Source: an optimization exercise on an open RTL-to-GDS flow (aim: small area). Production flows keep margins and buffers that such runs may drop.
The RTL was checked by simulation tests, not by an equivalence proof against the original design.
Power and IR drop assume default switching activity.

== job 7410 ==
## modbus_rtu_master
module modbus_rtu_master (
	input         clk,
	input         reset,
	input         RX,
	input  [15:0] data_300_1,
	input  [15:0] data_301_1,
	input  [15:0] data_302_1,
	input  [15:0] data_303_1,
	input  [15:0] data_304_1,
	input  [15:0] data_305_1,
	input  [15:0] data_306_1,
	input  [15:0] data_307_1,
	input  [15:0] data_308_1,
	input  [15:0] data_309_1,
	input  [15:0] data_300_2,
	input  [15:0] data_301_2,
	input  [15:0] data_302_2,
	input  [15:0] data_303_2,
	input  [15:0] data_304_2,
	input  [15:0] data_305_2,
	input  [15:0] data_306_2,
	input  [15:0] data_307_2,
	input  [15:0] data_308_2,
	input  [15:0] data_309_2,
	output [15:0] data_340_1,
	output [15:0] data_341_1,
	output [15:0] data_342_1,
	output [15:0] data_343_1,
	output [15:0] data_344_1,
	output [15:0] data_345_1,
	output [15:0] data_346_1,
	output [15:0] data_347_1,
	output [15:0] data_348_1,
	output [15:0] data_349_1,
	output [15:0] data_340_2,
	output [15:0] data_341_2,
	output [15:0] data_342_2,
	output [15:0] data_343_2,
	output [15:0] data_344_2,
	output [15:0] data_345_2,
	output [15:0] data_346_2,
	output [15:0] data_347_2,
	output [15:0] data_348_2,
	output [15:0] data_349_2,
	output        TX,
	output        DE,
	output        connection,
	output [15:0] error_code,
	output [15:0] error_cnt
);
Size in the first run: ~680 I/O pins.
==> flow/config.mk <==
export PLATFORM = sky130hd
export DESIGN_NAME = modbus_rtu_master
export DESIGN_NICKNAME = modbus_rtu_master
export VERILOG_FILES = /design/flow/design.v
export SDC_FILE = /design/flow/constraint.sdc
export NUM_CORES = 4
export LEC_CHECK = 0
export CAP_MARGIN = 20
export CORE_MARGIN = 2
export CORE_UTILIZATION = 65
export SLEW_MARGIN = 40
==> flow/constraint.sdc <==
create_clock -name core_clock -period 12.5 [get_ports {clk}]
set_input_delay 2.5000 -clock core_clock [delete_from_list [all_inputs] [get_ports {clk}]]
set_output_delay 2.5000 -clock core_clock [all_outputs]
set_load 0.01 [all_outputs]
standard.sh (not shown) runs the stock make flow with config.mk's settings and CLKGATE_MAP_FILE= SYNTH_SCRIPT=/design/flow/synth_recipe.tcl, a recipe that flattens the netlist after the stock synthesis.
==> flow/flow/run.sh <==
#!/bin/bash
set -euo pipefail
export BUFFER_PORTS_ARGS="-buffer_cell sky130_fd_sc_hd__buf_1"
export CTS_ARGS="-sink_clustering_enable -repair_clock_nets -dont_use_dummy_load"
bash standard.sh finish > standard_sh.log 2>&1
As the logs show, job 7410 stopped at 5_1_grt after a tool error, so it never reached the end of the flow.
Inputs modified between job 7410 and job 7792:
- swapping 65 for 40 in CORE_UTILIZATION
==> flow/flow/run.sh <==
#!/bin/bash
set -euo pipefail
export BUFFER_PORTS_ARGS="-buffer_cell sky130_fd_sc_hd__buf_1"
export CTS_ARGS="-sink_clustering_enable -repair_clock_nets -dont_use_dummy_load -buf_list {sky130_fd_sc_hd__clkbuf_8} -sink_clustering_size 15 -sink_clustering_max_diameter 60"
bash standard.sh finish > standard_sh.log 2>&1
==> notes.md <==
Job 7792: done, clean on timing, DRC and antenna
[job 7792] number of H-tree branching levels fell 1 relative to job 7410
Comparing job 7410 and job 7792, the lower weighted congestion reported at the end of routability-driven placement was measured on job 7792.
Of job 7410 and job 7792, the run reporting the lower post-detailed-placement cell area was job 7410.
Clock net sink count came out exactly the same in job 7410 and job 7792.
Relative to job 7410, initial core utilization has gone down in job 7792.
Any difference in synthesized area between job 7410 and job 7792 is small enough to ignore.
Side by side, floorplan row count turned out higher in job 7792 than in job 7410.
When job 7792 is measured against job 7410, its die extent in y turns out 27% higher.
Relative to job 7792, the following input files were edited for job 2089:
==> flow/flow/run.sh <==
#!/bin/bash
set -euo pipefail
export BUFFER_PORTS_ARGS="-buffer_cell sky130_fd_sc_hd__buf_1"
export CTS_ARGS="-sink_clustering_enable -repair_clock_nets -dont_use_dummy_load"
bash standard.sh finish > standard_sh.log 2>&1
Notes after the runs:
Job 2089 ended with every stage complete and zero timing, DRC or antenna violations.
Delta (job 2089 minus job 7792): fraction of final layout cells sized beyond drive strength 1 picked up an extra 0.47 points; number of stages on the worst setup path +4.
Diff job 2089..job 7792 | combinational power | negligible
Clock-pin transition on the worst setup and hold timing paths: job 2089 vs job 7792 down 40 ps
Count of state elements after synthesis came out exactly the same in job 2089 and job 7792.
Compared with job 7792, in job 2089 switching share of power fell 1.7 points, area added between synthesis and finish rose 3.8 points.
### job 2089 -> job 509
- changing CORE_UTILIZATION from 40 to 50
- changing SLEW_MARGIN from 40 to 25
==> flow/flow/run.sh <==
#!/bin/bash
set -euo pipefail
export BUFFER_PORTS_ARGS="-buffer_cell sky130_fd_sc_hd__buf_1"
export CTS_ARGS="-sink_clustering_enable -repair_clock_nets -dont_use_dummy_load -buf_list {sky130_fd_sc_hd__clkbuf_8} -sink_clustering_size 15 -sink_clustering_max_diameter 60"
bash standard.sh finish > standard_sh.log 2>&1
Results
- In job 509, the worst hold slack came out 3.5 ps above the value in job 2089.
- Per the comparison of job 509 with job 2089, combined global-route utilization of all metal layers higher, part of the total power dissipated in the clock network lower, pin slew with the least headroom to its limit higher, number of instances resized during post-cts repair roughly the same.
- Compared with job 2089, job 509 degrades post-route minimum period.
- On setup slack: job 509 sits below job 2089.
- Compared with job 2089, job 509 shows power in the clock group lower by 41%.
- Compared with job 2089, job 509 shows a count of buffers not belonging to the clock network in the layout that is 17 lower.
- Any difference in number of hold-slack violations in the final timing report between job 2089 and job 509 is small enough to ignore.

---

Another version of the RTL of modbus_rtu_master (not shown whole).
Size in the first run: roughly 2,200 cells after synthesis, ~680 I/O pins.
clock: 12.5 ns
lec_check: 0
cap_margin: 20
core_margin: 2
core_utilization: 57
gpl_timing_driven: 0
slew_margin: 25
==> flow/flow/run.sh <==
#!/bin/bash
set -euo pipefail
export BUFFER_PORTS_ARGS="-buffer_cell sky130_fd_sc_hd__buf_1"
export CTS_ARGS="-sink_clustering_enable -repair_clock_nets -dont_use_dummy_load -buf_list {sky130_fd_sc_hd__clkbuf_8} -sink_clustering_size 15 -sink_clustering_max_diameter 60"
bash standard.sh finish > standard_sh.log 2>&1
Rerun with:
- CORE_UTILIZATION: 57 -> 50
- GPL_TIMING_DRIVEN: 0 -> unset
The new run passed the timing, design-rule and antenna checks.
Via count decreases by 6.7%.
Sequential power hardly moves.
Total power went down by 1.4%.
Non-clock buffer count went down by 84.
Combinational power falls by 11%.
Fmax rises by 21%.
Synthesized cell count stays the same.
Worst setup slack gains 0.93 ns.
Cell area stays flat.
Global-route usage fell by 7.9 points.

---

== job 101 ==
modbus_rtu_master, a different RTL version from the one above (not shown whole).
Size in the first run: roughly 2300 cells after synthesis, ~680 flip-flops.
Settings: LEC_CHECK=0, CAP_MARGIN=20, CORE_MARGIN=2, CORE_UTILIZATION=57, GPL_TIMING_DRIVEN=0, SLEW_MARGIN=25; clock period 12.5 ns.
Scripts as last shown in full above: flow/flow/run.sh
Modified inputs, job 102 compared to job 101
Settings: CORE_UTILIZATION changed from 57 to 50; GPL_TIMING_DRIVEN removed (was 0).
[summary]
Job 102: all stages complete, timing, DRC and antenna checks passed
Relative to job 101, part of the power in combinational logic decreased by 0.8 points in job 102.
[compare] base=job 101 new=job 102: wire length shrank by 9000 um, reported net switching power now smaller.

-- afterwards: timing with drivers on the ports --
Ports are ideal in the flow. The routed layouts listed here were re-timed in OpenROAD. Step 1: set_driving_cell puts a clkbuf_16 on clk and a buf_2 on each other input, an assumption about the parent block. Step 2, shift: input delay + t, output delay - t, t = (earliest + latest rising clock arrival at the registers) / 2. This alone moves slack from input paths to output paths. Three values: ideal ports, drivers, drivers and shift; two values: the first two.
| run | shift t [ns] | setup WS [ns] | latest minus earliest clock arrival (ns) | slew at the worst register clock pin (ns) |
|---|---|---|---|---|
| job 7792 | 0.711 | 8.553 / 8.492 / 7.919 | 0.126 / 0.126 | 0.10 / 0.10 |
| job 2089 | 0.649 | 8.485 / 8.517 / 7.869 | 0.056 / 0.057 | 0.06 / 0.06 |
| job 509 | 0.704 | 7.213 / 7.245 / 6.541 | 0.077 / 0.078 | 0.10 / 0.10 |
| the first run of note 2 | 0.692 | 7.226 / 7.184 / 6.492 | 0.116 / 0.116 | 0.11 / 0.11 |
| the second run of note 2 | 0.710 | 8.154 / 8.189 / 7.479 | 0.087 / 0.087 | 0.10 / 0.10 |
| job 101 | 0.682 | 7.526 / 7.558 / 6.876 | 0.138 / 0.137 | 0.11 / 0.11 |
| job 102 | 0.691 | 7.623 / 7.643 / 6.952 | 0.099 / 0.099 | 0.10 / 0.10 |
After both steps setup and hold are still met in every run listed. The setup slack of the first run of note 2, which loses most, moves by -0.042 ns with the drivers and by -0.734 ns with both steps.
